Background: an optimization exercise with open tools, aiming at small area. Do not read the settings as production practice.
Function was checked by simulation only, so behaviour that the tests miss may differ from the original.
Power is estimated from default activity; no workload was simulated.

==> design/flow/design.v <==
module clk_slow (
    input  logic clk_in,
    input  logic rst,
    output logic tick_380,
    output logic tick_190,
    output logic tick_95,
    output logic tick_48
);
logic [7:0] clk_cntr;
always_ff @(posedge clk_in) begin
    if (rst) begin
        clk_cntr <= 8'h00;
    end else begin
        clk_cntr <= clk_cntr + 1;
    end
end
assign tick_380 = ~rst & (clk_cntr[4:0] == 5'b01111);
assign tick_190 = ~rst & (clk_cntr[5:0] == 6'b011111);
assign tick_95  = ~rst & (clk_cntr[6:0] == 7'b0111111);
assign tick_48  = ~rst & (clk_cntr[7:0] == 8'b01111111);
endmodule
module distortion (
    input  logic [31:0] x,
    output logic [31:0] y,
    input  logic clk_48,
    input  logic rst,
    input  logic [3:0] options,
    input  logic [3:0] en
);
always_ff @(posedge clk_48) begin
    if (rst) begin
        y <= 32'h00000000;
    end else if (en[0] == 1'b1) begin
        case (options)
            4'b1000: begin  
                if (signed'(x[23:0]) >= 70000) begin
                    y <= 32'(signed'(70000));
                end else if (signed'(x[23:0]) <= -70000) begin
                    y <= 32'(signed'(-70000));
                end else begin
                    y <= x;
                end
            end
            4'b0100: begin  
                if (signed'(x[23:0]) >= 70000) begin
                    y <= 32'(signed'(90000));
                end else if (signed'(x[23:0]) <= -70000) begin
                    y <= 32'(signed'(-90000));
                end else begin
                    y <= x;
                end
            end
            4'b0010: begin  
                if (signed'(x[23:0]) >= 50000) begin
                    y <= 32'(signed'(50000));
                end else if (signed'(x[23:0]) <= -50000) begin
                    y <= 32'(signed'(-50000));
                end else begin
                    y <= x;
                end
            end
            4'b0001: begin  
                if (signed'(x[23:0]) >= 0 && signed'(x[23:0]) < 50) begin
                    y <= 32'(signed'(200));
                end else if (signed'(x[23:0]) >= 50 && signed'(x[23:0]) < 100) begin
                    y <= 32'(signed'(500));
                end else if (signed'(x[23:0]) >= 100 && signed'(x[23:0]) < 200) begin
                    y <= 32'(signed'(1000));
                end else if (signed'(x[23:0]) >= 200 && signed'(x[23:0]) < 500) begin
                    y <= 32'(signed'(2000));
                end else if (signed'(x[23:0]) >= 500 && signed'(x[23:0]) < 1000) begin
                    y <= 32'(signed'(3000));
                end else if (signed'(x[23:0]) >= 1000 && signed'(x[23:0]) < 2000) begin
                    y <= 32'(signed'(4000));
                end else if (signed'(x[23:0]) >= 2000 && signed'(x[23:0]) < 3000) begin
                    y <= 32'(signed'(5000));
                end else if (signed'(x[23:0]) >= 3000 && signed'(x[23:0]) < 4500) begin
                    y <= 32'(signed'(5500));
                end else if (signed'(x[23:0]) >= 4000 && signed'(x[23:0]) < 5000) begin
                    y <= 32'(signed'(6000));
                end else if (signed'(x[23:0]) >= 5000 && signed'(x[23:0]) < 5500) begin
                    y <= 32'(signed'(7000));
                end else if (signed'(x[23:0]) >= 5500 && signed'(x[23:0]) < 6000) begin
                    y <= 32'(signed'(8000));
                end else if (signed'(x[23:0]) >= 6000 && signed'(x[23:0]) < 6500) begin
                    y <= 32'(signed'(9000));
                end else if (signed'(x[23:0]) >= 6500 && signed'(x[23:0]) < 7000) begin
                    y <= 32'(signed'(10000));
                end else if (signed'(x[23:0]) >= 7000 && signed'(x[23:0]) < 7500) begin
                    y <= 32'(signed'(20000));
                end else if (signed'(x[23:0]) >= 7500 && signed'(x[23:0]) < 8000) begin
                    y <= 32'(signed'(30000));
                end else if (signed'(x[23:0]) >= 8000 && signed'(x[23:0]) < 8500) begin
                    y <= 32'(signed'(50000));
                end else if (signed'(x[23:0]) >= 8500 && signed'(x[23:0]) < 9000) begin
                    y <= 32'(signed'(70000));
                end else if (signed'(x[23:0]) >= 9000 && signed'(x[23:0]) < 9500) begin
                    y <= 32'(signed'(95000));
                end else if (signed'(x[23:0]) >= 9500 && signed'(x[23:0]) < 10000) begin
                    y <= 32'(signed'(105000));
                end else if (signed'(x[23:0]) >= 10000 && signed'(x[23:0]) < 15000) begin
                    y <= 32'(signed'(110000));
                end else if (signed'(x[23:0]) >= 15000 && signed'(x[23:0]) < 20000) begin
                    y <= 32'(signed'(115000));
                end else if (signed'(x[23:0]) >= 20000 && signed'(x[23:0]) < 25000) begin
                    y <= 32'(signed'(120000));
                end else if (signed'(x[23:0]) >= 25000 && signed'(x[23:0]) < 30000) begin
                    y <= 32'(signed'(125000));
                end else if (signed'(x[23:0]) >= 30000 && signed'(x[23:0]) < 35000) begin
                    y <= 32'(signed'(130000));
                end else if (signed'(x[23:0]) >= 35000 && signed'(x[23:0]) < 40000) begin
                    y <= 32'(signed'(135000));
                end else if (signed'(x[23:0]) >= 40000 && signed'(x[23:0]) < 45000) begin
                    y <= 32'(signed'(140000));
                end else if (signed'(x[23:0]) >= 45000 && signed'(x[23:0]) < 50000) begin
                    y <= 32'(signed'(145000));
                end else if (signed'(x[23:0]) >= 50000 && signed'(x[23:0]) < 60000) begin
                    y <= 32'(signed'(150000));
                end else if (signed'(x[23:0]) >= 60000 && signed'(x[23:0]) < 70000) begin
                    y <= 32'(signed'(160000));
                end else if (signed'(x[23:0]) >= 70000 && signed'(x[23:0]) < 80000) begin
                    y <= 32'(signed'(170000));
                end else if (signed'(x[23:0]) >= 80000 && signed'(x[23:0]) < 90000) begin
                    y <= 32'(signed'(180000));
                end else if (signed'(x[23:0]) >= 90000 && signed'(x[23:0]) < 100000) begin
                    y <= 32'(signed'(190000));
                end else if (signed'(x[23:0]) >= 100000 && signed'(x[23:0]) < 120000) begin
                    y <= 32'(signed'(200000));
                end else if (signed'(x[23:0]) >= 120000 && signed'(x[23:0]) < 140000) begin
                    y <= 32'(signed'(220000));
                end else if (signed'(x[23:0]) >= 140000 && signed'(x[23:0]) < 160000) begin
                    y <= 32'(signed'(240000));
                end else if (signed'(x[23:0]) >= 160000 && signed'(x[23:0]) < 170000) begin
                    y <= 32'(signed'(260000));
                end else if (signed'(x[23:0]) >= 170000 && signed'(x[23:0]) < 190000) begin
                    y <= 32'(signed'(270000));
                end else if (signed'(x[23:0]) >= 190000 && signed'(x[23:0]) < 200000) begin
                    y <= 32'(signed'(290000));
                end else if (signed'(x[23:0]) >= 200000 && signed'(x[23:0]) < 220000) begin
                    y <= 32'(signed'(300000));
                end else if (signed'(x[23:0]) >= 220000 && signed'(x[23:0]) < 240000) begin
                    y <= 32'(signed'(320000));
                end else if (signed'(x[23:0]) >= 240000 && signed'(x[23:0]) < 260000) begin
                    y <= 32'(signed'(340000));
                end else if (signed'(x[23:0]) >= 260000 && signed'(x[23:0]) < 280000) begin
                    y <= 32'(signed'(360000));
                end else if (signed'(x[23:0]) >= 280000 && signed'(x[23:0]) < 300000) begin
                    y <= 32'(signed'(380000));
                end else if (signed'(x[23:0]) >= 300000) begin
                    y <= 32'(signed'(400000));
                end else if (signed'(x[23:0]) <= 0 && signed'(x[23:0]) > -50) begin
                    y <= 32'(signed'(-200));
                end else if (signed'(x[23:0]) <= -50 && signed'(x[23:0]) > -100) begin
                    y <= 32'(signed'(-500));
                end else if (signed'(x[23:0]) <= -100 && signed'(x[23:0]) > -200) begin
                    y <= 32'(signed'(-1000));
                end else if (signed'(x[23:0]) <= -200 && signed'(x[23:0]) > -500) begin
                    y <= 32'(signed'(-2000));
                end else if (signed'(x[23:0]) <= -500 && signed'(x[23:0]) > -1000) begin
                    y <= 32'(signed'(-3000));
                end else if (signed'(x[23:0]) <= -1000 && signed'(x[23:0]) > -2000) begin
                    y <= 32'(signed'(-4000));
                end else if (signed'(x[23:0]) <= -2000 && signed'(x[23:0]) > -3000) begin
                    y <= 32'(signed'(-5000));
                end else if (signed'(x[23:0]) <= -3000 && signed'(x[23:0]) > -4500) begin
                    y <= 32'(signed'(-5500));
                end else if (signed'(x[23:0]) <= -4000 && signed'(x[23:0]) > -5000) begin
                    y <= 32'(signed'(-6000));
                end else if (signed'(x[23:0]) <= -5000 && signed'(x[23:0]) > -5500) begin
                    y <= 32'(signed'(-7000));
                end else if (signed'(x[23:0]) <= -5500 && signed'(x[23:0]) > -6000) begin
                    y <= 32'(signed'(-8000));
                end else if (signed'(x[23:0]) <= -6000 && signed'(x[23:0]) > -6500) begin
                    y <= 32'(signed'(-9000));
                end else if (signed'(x[23:0]) <= -6500 && signed'(x[23:0]) > -7000) begin
                    y <= 32'(signed'(-10000));
                end else if (signed'(x[23:0]) <= -7000 && signed'(x[23:0]) > -7500) begin
                    y <= 32'(signed'(-20000));
                end else if (signed'(x[23:0]) <= -7500 && signed'(x[23:0]) > -8000) begin
                    y <= 32'(signed'(-30000));
                end else if (signed'(x[23:0]) <= -8000 && signed'(x[23:0]) > -8500) begin
                    y <= 32'(signed'(-50000));
                end else if (signed'(x[23:0]) <= -8500 && signed'(x[23:0]) > -9000) begin
                    y <= 32'(signed'(-70000));
                end else if (signed'(x[23:0]) <= -9000 && signed'(x[23:0]) > -9500) begin
                    y <= 32'(signed'(-95000));
                end else if (signed'(x[23:0]) <= -9500 && signed'(x[23:0]) > -10000) begin
                    y <= 32'(signed'(-105000));
                end else if (signed'(x[23:0]) <= -10000 && signed'(x[23:0]) > -15000) begin
                    y <= 32'(signed'(-110000));
                end else if (signed'(x[23:0]) <= -15000 && signed'(x[23:0]) > -20000) begin
                    y <= 32'(signed'(-115000));
                end else if (signed'(x[23:0]) <= -20000 && signed'(x[23:0]) > -25000) begin
                    y <= 32'(signed'(-120000));
                end else if (signed'(x[23:0]) <= -25000 && signed'(x[23:0]) > -30000) begin
                    y <= 32'(signed'(-125000));
                end else if (signed'(x[23:0]) <= -30000 && signed'(x[23:0]) > -35000) begin
                    y <= 32'(signed'(-130000));
                end else if (signed'(x[23:0]) <= -35000 && signed'(x[23:0]) > -40000) begin
                    y <= 32'(signed'(-135000));
                end else if (signed'(x[23:0]) <= -40000 && signed'(x[23:0]) > -45000) begin
                    y <= 32'(signed'(-140000));
                end else if (signed'(x[23:0]) <= -45000 && signed'(x[23:0]) > -50000) begin
                    y <= 32'(signed'(-145000));
                end else if (signed'(x[23:0]) <= -50000 && signed'(x[23:0]) > -60000) begin
                    y <= 32'(signed'(-150000));
                end else if (signed'(x[23:0]) <= -60000 && signed'(x[23:0]) > -70000) begin
                    y <= 32'(signed'(-160000));
                end else if (signed'(x[23:0]) <= -70000 && signed'(x[23:0]) > -80000) begin
                    y <= 32'(signed'(-170000));
                end else if (signed'(x[23:0]) <= -80000 && signed'(x[23:0]) > -90000) begin
                    y <= 32'(signed'(-180000));
                end else if (signed'(x[23:0]) <= -90000 && signed'(x[23:0]) > -100000) begin
                    y <= 32'(signed'(-190000));
                end else if (signed'(x[23:0]) <= -100000 && signed'(x[23:0]) > -120000) begin
                    y <= 32'(signed'(-200000));
                end else if (signed'(x[23:0]) <= -120000 && signed'(x[23:0]) > -140000) begin
                    y <= 32'(signed'(-240000));
                end else if (signed'(x[23:0]) <= -140000 && signed'(x[23:0]) > -160000) begin
                    y <= 32'(signed'(-240000));
                end else if (signed'(x[23:0]) <= -160000 && signed'(x[23:0]) > -170000) begin
                    y <= 32'(signed'(-260000));
                end else if (signed'(x[23:0]) <= -170000 && signed'(x[23:0]) > -190000) begin
                    y <= 32'(signed'(-270000));
                end else if (signed'(x[23:0]) <= -190000 && signed'(x[23:0]) > -200000) begin
                    y <= 32'(signed'(-290000));
                end else if (signed'(x[23:0]) <= -200000 && signed'(x[23:0]) > -220000) begin
                    y <= 32'(signed'(-300000));
                end else if (signed'(x[23:0]) <= -220000 && signed'(x[23:0]) > -240000) begin
                    y <= 32'(signed'(-320000));
                end else if (signed'(x[23:0]) <= -240000 && signed'(x[23:0]) > -260000) begin
                    y <= 32'(signed'(-340000));
                end else if (signed'(x[23:0]) <= -260000 && signed'(x[23:0]) > -280000) begin
                    y <= 32'(signed'(-360000));
                end else if (signed'(x[23:0]) <= -280000 && signed'(x[23:0]) > -300000) begin
                    y <= 32'(signed'(-380000));
                end else if (signed'(x[23:0]) <= -300000) begin
                    y <= 32'(signed'(-400000));
                end else begin
                    y <= x;
                end
            end
            default: y <= x;
        endcase
    end else begin
        y <= x;
    end
end
endmodule
module trem (
    input  logic [31:0] x,
    output logic [31:0] y,
    input  logic clk_48,
    input  logic rst,
    input  logic clk_190,
    input  logic clk_380,
    input  logic clk_95,
    input  logic clk_48hz,
    input  logic [3:0] options,
    input  logic [3:0] en
);
logic [63:0] temp_vec_64;
int count_int;
int count_int2;
int count_int4;
int count_int6;
logic direction_q;
logic direction_s2_q;
logic direction_s4_q;
logic direction_s6_q;
logic direction;
logic direction_s2;
logic direction_s4;
logic direction_s6;
always_comb begin
    if (count_int == 30) begin
        direction = 1'b1;
    end else if (count_int == 1) begin
        direction = 1'b0;
    end else begin
        direction = direction_q;
    end
end
always_ff @(posedge clk_48) begin
    if (rst) begin
        count_int <= 0;
        direction_q <= 1'b0;
    end else if (clk_95) begin
        direction_q <= direction;
        if (direction == 1'b0) begin
            count_int <= count_int + 1;
        end else begin
            count_int <= count_int - 1;
        end
    end
end
always_comb begin
    if (count_int2 == 30) begin
        direction_s2 = 1'b1;
    end else if (count_int2 == 1) begin
        direction_s2 = 1'b0;
    end else begin
        direction_s2 = direction_s2_q;
    end
end
always_ff @(posedge clk_48) begin
    if (rst) begin
        count_int2 <= 0;
        direction_s2_q <= 1'b0;
    end else if (clk_190) begin
        direction_s2_q <= direction_s2;
        if (direction_s2 == 1'b0) begin
            count_int2 <= count_int2 + 1;
        end else begin
            count_int2 <= count_int2 - 1;
        end
    end
end
always_comb begin
    if (count_int4 == 30) begin
        direction_s4 = 1'b1;
    end else if (count_int4 == 1) begin
        direction_s4 = 1'b0;
    end else begin
        direction_s4 = direction_s4_q;
    end
end
always_ff @(posedge clk_48) begin
    if (rst) begin
        count_int4 <= 0;
        direction_s4_q <= 1'b0;
    end else if (clk_380) begin
        direction_s4_q <= direction_s4;
        if (direction_s4 == 1'b0) begin
            count_int4 <= count_int4 + 1;
        end else begin
            count_int4 <= count_int4 - 1;
        end
    end
end
always_comb begin
    if (count_int6 == 30) begin
        direction_s6 = 1'b1;
    end else if (count_int6 == 1) begin
        direction_s6 = 1'b0;
    end else begin
        direction_s6 = direction_s6_q;
    end
end
always_ff @(posedge clk_48) begin
    if (rst) begin
        count_int6 <= 0;
        direction_s6_q <= 1'b0;
    end else if (clk_48hz) begin
        direction_s6_q <= direction_s6;
        if (direction_s6 == 1'b0) begin
            count_int6 <= count_int6 + 1;
        end else begin
            count_int6 <= count_int6 - 1;
        end
    end
end
always_ff @(posedge clk_48) begin
    if (rst) begin
        temp_vec_64 <= 64'h0;
        y <= 32'h00000000;
    end else if (en[2] == 1'b1) begin
        case (options)
            4'b1000: begin  
                temp_vec_64 <= signed'(x) * count_int;
                y <= {8'h00, temp_vec_64[23:0] >>> 4};
            end
            4'b0100: begin  
                temp_vec_64 <= signed'(x) * count_int2;
                y <= {8'h00, temp_vec_64[23:0] >>> 4};
            end
            4'b0010: begin  
                temp_vec_64 <= signed'(x) * count_int4;
                y <= {8'h00, temp_vec_64[23:0] >>> 4};
            end
            4'b0001: begin  
                temp_vec_64 <= signed'(x) * count_int6;
                y <= {8'h00, temp_vec_64[23:0] >>> 4};
            end
            default: y <= x;
        endcase
    end else begin
        y <= x;
    end
end
endmodule
module pedal (
    input  logic        clk,
    input  logic        rst,
    input  logic [31:0] x,
    input  logic [1:0]  en,
    input  logic [3:0]  dist_options,
    input  logic [3:0]  trem_options,
    output logic [31:0] y
);
logic [31:0] y_dist;
logic tick_380, tick_190, tick_95, tick_48;
clk_slow u_clk_slow (
    .clk_in   (clk),
    .rst      (rst),
    .tick_380 (tick_380),
    .tick_190 (tick_190),
    .tick_95  (tick_95),
    .tick_48  (tick_48)
);
distortion u_distortion (
    .x       (x),
    .y       (y_dist),
    .clk_48  (clk),
    .rst     (rst),
    .options (dist_options),
    .en      ({3'b000, en[0]})
);
trem u_trem (
    .x        (y_dist),
    .y        (y),
    .clk_48   (clk),
    .rst      (rst),
    .clk_190  (tick_190),
    .clk_380  (tick_380),
    .clk_95   (tick_95),
    .clk_48hz (tick_48),
    .options  (trem_options),
    .en       ({1'b0, en[1], 2'b00})
);
endmodule
==> design/flow/run.sh <==
#!/bin/bash
# synth_recipe.tcl (not shown) runs the flow's synth.tcl, then flattens the netlist and writes it again
# the make line also repeats each setting of config.mk as NAME=value (left out here)
make -C /OpenROAD-flow-scripts/flow DESIGN_CONFIG=/design/flow/config.mk WORK_HOME=/design/flow/orfs CLKGATE_MAP_FILE= SYNTH_SCRIPT=/design/flow/synth_recipe.tcl finish
==> design/flow/config.mk <==
export PLATFORM = sky130hd
export DESIGN_NAME = pedal
export DESIGN_NICKNAME = pedal
export VERILOG_FILES = /design/flow/design.v
export SDC_FILE = /design/flow/constraint.sdc
export NUM_CORES = 4
export LEC_CHECK = 0
export CAP_MARGIN = 20
export CORE_MARGIN = 2
export CORE_UTILIZATION = 40
export SLEW_MARGIN = 20
==> design/flow/constraint.sdc <==
create_clock -name core_clock -period 10.0 [get_ports {clk}]
set_input_delay 2.0000 -clock core_clock [delete_from_list [all_inputs] [get_ports {clk}]]
set_output_delay 2.0000 -clock core_clock [all_outputs]
set_load 0.01 [all_outputs]
==> qor_table.md <==
| Result | Reported | Unit |
|:---|:---|:---|
| Worst-Margin Slew | 1.17 | ns |
| Drt wl/cell | 24.3 | µm |
| Grt total ovfl | 0 | - |
| Power Internal | 1700 | µW |
| Vert. Die Dim | 377 | µm |
| Final Hold Slack | 0.448 | ns |
| Top Ports | 76 | - |
| Via/cell ratio | 5.86 | - |
| Per-instance average area after synthesis | 8.01 | µm² |
| First-pass GRT wire length | 318000 | µm |
| Ys async rst share | 0 | - |
| Largest fanout on the critical path | 45 | - |
| Final WS setup | 2.36 | ns |
| Total detailed-routing wirelength | 208000 | µm |
| Highest cell delay on the worst timing path | 0.77 | ns |
| Post-synthesis sequential area ratio | 0.0806 | - |
| Number of H-tree branching levels | 1 | - |
| Register bit count reported by yosys | 224 | - |
| Switching pwr | 1020 | µW |
| Layout cell share with drive strength beyond 1 | 0.0474 | - |
| VDD IR-drop max | 128 | µV |
| Number of hold-repair buffers added at the cts stage | 0 | - |
| Post-synth top cells | 997 x inv_1, 947 x nand2_1, 848 x fa_1, 578 x and2_1, 414 x ha_1 | - |
| Worst slew margin relative to its limit | 0.218 | - |
| Critical path cell sequence | buf_4 > nand2_1 > fa_1 > inv_1 > fa_1 > fa_1 > ha_1 > inv_1 > fa_1 > fa_1 > fa_1 > inv_1 > ha_1 > or4_1 > a221o_1 > a311oi_1 > o31ai_1 > o22ai_1 > xnor2_1 > nand2_1 > a41oi_1 | - |
| Die boundary width | 377 | µm |
| RSZ-0062 raised after global routing | no | - |
| Post-detailed-route count of antenna-violating nets | 0 | - |
| Switching Share | 0.375 | - |
| Total power per unit cell area | 46.1 | mW/mm² |
| Most heavily used metal layer in global routing | met2 | - |
| Final setup violation count | 0 | - |
| Share of the clock period used by the worst path after layout | 0.764 | - |
| Worst-path cell with the longest stage delay | dfxtp_4 | - |
| Required @ worst endpoint | 10.55 | ns |
| Post-CTS setup-driven buffer insertion count | 0 | - |
| Crit-path most repeated cell | fa_1 | - |
| # Max-Cap Violations | 0 | - |
| Post-Synthesis Cells | 6947 | - |
| Antenna violations before repair | 10 | - |
| Initial core utilization | 0.404 | - |
| Post-synth top area cell | fa_1 | - |
| Post-route cell area | 0.0589 | mm² |
| Weighted congestion reported at the end of routability-driven placement | 1.02 | - |
| Via count | 50100 | - |
| Sink Count | 224 | - |
| Number of buffers created by CTS | 28 | - |
| Tot GR Track Use | 0.292 | - |
| Tmin final | 7.64 | ns |
| Run status | finished clean | - |
| Total Power Consumption | 2720 | µW |
| Most frequent cell after synthesis | inv_1 | - |
| Post-Place Worst Slack | 2.44 | ns |
| Number of fillers in the final layout | 13900 | - |
| Worst Setup Path Type | register to register | - |
| Placed inst area | 0.0579 | mm² |
| Leakage | 0.0273 | µW |
| Global routing met3 resource utilization | 0.0408 | - |
| Final HPWL DP | 159000 | µm |
| Post-cts sizing count | 0 | - |
| Number of buffers added on ports | 75 | - |
| CP arrival | 8.19 | ns |
| Startpoint class of the critical path | register | - |
| Insertion delay of the later-clocked pin in the worst-skew pair | 0.64 | ns |
| Share of power burned in the clock network | 0.410 | - |
| CTS Root Cell | clkbuf_16 | - |
| Number of distinct library cells after synthesis | 109 | - |
| Router iterations before antenna repair | 6 | - |
| Number of global-route vias before repair | 51000 | - |
| YS warnings | 3 | - |
| Top post-synthesis cells by area | fa_1 30%, ha_1 9.3%, dfxtp_1 8.1% | - |
| Post-synthesis to final-layout area growth | 5.85 | % |
| Placeable core area | 0.138 | mm² |
| Synthesized area | 0.0557 | mm² |
| Layout net count | 8034 | - |
| Share of total power in sequential cells | 0.363 | - |
| Setup TNS after final layout | 0 | ns |
| Main synth FF type | dfxtp_1 | - |
| Area of all sequential standard cells | 0.00452 | mm² |
| Max Freq | 0.131 | GHz |
| Area occupied by multi-input gates | 0.0456 | mm² |
| Setup crit end kind | register | - |
| GRT met2 Usage | 0.477 | - |
| CTS tree | done | - |
| Endpoints failing hold | 0 | - |
| Worst hold path class | register to register | - |
| Die footprint | 0.142 | mm² |
| Total nets after synthesis | 8253 | - |
| Max Buffers Root-to-Sink | 3 | - |
| FP Rows | 136 | - |
| Top cell type's share of synthesized area | 0.305 | - |
| DRC marker count from the first detailed-route iteration | 4919 | - |
| Pin count of the biggest net entering global routing | 68 | - |
| Residual DRC | 0 | - |
| Global-route track usage on met1 | 0.382 | - |
| Logic pwr share | 0.227 | - |
| Number of slew-limit violations in the final report | 0 | - |
| Clock Skew | 0.0580 | ns |
| Number of synthesized flops with an enable pin | 0 | - |
| CTS clk-pin slew, worst paths | 0.08 | ns |
==> final timing paths <==
path                                    startpoint                      to  slack, ns  depth (start not counted)
worst max-delay path             u_distortion.y[4]  u_trem.temp_vec_64[23]       2.36                         21
worst min-delay path            u_distortion.y[30]            u_trem.y[30]       0.45                          1
worst max register to register   u_distortion.y[4]  u_trem.temp_vec_64[23]       2.36                         21
worst min register to register  u_distortion.y[30]            u_trem.y[30]       0.45                          1
==> flip-flops by register name, indices dropped and copies added (netlist names) <==
name	count
u_distortion.y	32
u_trem.count_int4	32
u_trem.y	32
u_trem.direction_q	1
u_clk_slow.clk_cntr	8
u_trem.temp_vec_64	20
u_trem.count_int	32
u_trem.direction_s6_q	1
u_trem.count_int2	32
u_trem.count_int6	32
u_trem.direction_s2_q	1
u_trem.direction_s4_q	1
==> layout make-up <==
type	count	share of cell area
diodes	8	0.000340
clock buffers	35	0.0137
well taps	1794	0.0381
repair buffers	215	0.0309
flip-flops and latches	224	0.0767
inverters	998	0.0636
clock inverters	17	0.00289
multi-input cells	5261	0.774
==> cells by family after synthesis <==
group,Yosys count,share of synthesized area
fa+ha+maj,1262,0.398
mux,8,0.00166
simple gates,2759,0.257
xor+xnor,368,0.0579
compound gates,864,0.103
buf+inv,1462,0.101
flops,224,0.0806
==> power groups by stage <==
stage | clock [µW] | combinational (µW) | sequential (µW)
after global placement | 0 | 597 | 1000
final | 1110 | 617 | 987
after floorplan | 0 | 330 | 948
after detailed placement | 0 | 588 | 1000
after CTS | 1140 | 590 | 984
after global routing | 1170 | 631 | 987
==> metal layers <==
layer / vias up / wire, µm
li1: 22000 / -
met3: 576 / 15600
met5: - / 82
met2: 2293 / 95300
met4: 10 / 10900
met1: 25200 / 85800
==> worst max-delay path, delay by kind of cell, from the launching register on <==
kind | cells | cell delay (ns)
AOI/OAI and AO/OA | 5 | 1.49
xor gates and xnor gates | 1 | 0.17
adders and majority gates | 8 | 3.48
buffers and inverters | 4 | 0.80
DFF | 1 | 0.77
and+or+nand+nor | 3 | 0.80
==> stage by stage <==
step,cells,utilization
detailed placement,8492,0.420
CTS,8544,0.427
finish,8552,0.428
global route,8544,0.427
floorplan,6947,-
global placement,8492,0.420
==> cells in the final DEF (no fill, tap or decap), types with 21 or more instances in the layout <==
cell type and count:
nand4b_1 22, buf_4 136, a21o_1 35, and4_1 23
o21a_1 25, and2_1 578, nand2b_1 41, xor2_1 116
inv_1 996, a21oi_1 227, o21ai_0 176, o31ai_1 25
nor3_1 137, or2_2 28, nand2_1 947, a211oi_1 33
clkdlybuf4s50_1 67, nor2b_1 35, xnor2_1 252, a31oi_1 39
dfxtp_1 207, a221oi_1 21, or4_1 41, nand4_1 86
fa_1 848, nor4_1 96, ha_1 414, nor2_1 350
clkbuf_16 30, and3_1 58, o211ai_1 24, nand3_1 107
or3_1 75

-- port drivers added, routing unchanged --
Ports are ideal in the flow. The routed layout listed here was re-timed in OpenROAD. Step 1 sets driving cells, clkbuf_16 on the clock port and buf_2 on the other inputs (assumed; they add their load-dependent delay and slew). Step 2 also shifts input and output timing later by t, the mid clock arrival at the registers, as if the neighbouring blocks saw the same clock. Three values: no drivers, after step 1, after step 2; two values: the first two.
shift t [ns]: 0.680
setup slack, ns: 2.359 / 2.359 / 2.359
hold WS [ns]: 0.448 / 0.448 / 0.448
worst register clock-pin slew, ns: 0.08 / 0.08
After both steps this run still meets setup and hold. For this run, drivers alone change the setup slack by 0.000 ns; drivers and shift together by 0.000 ns.
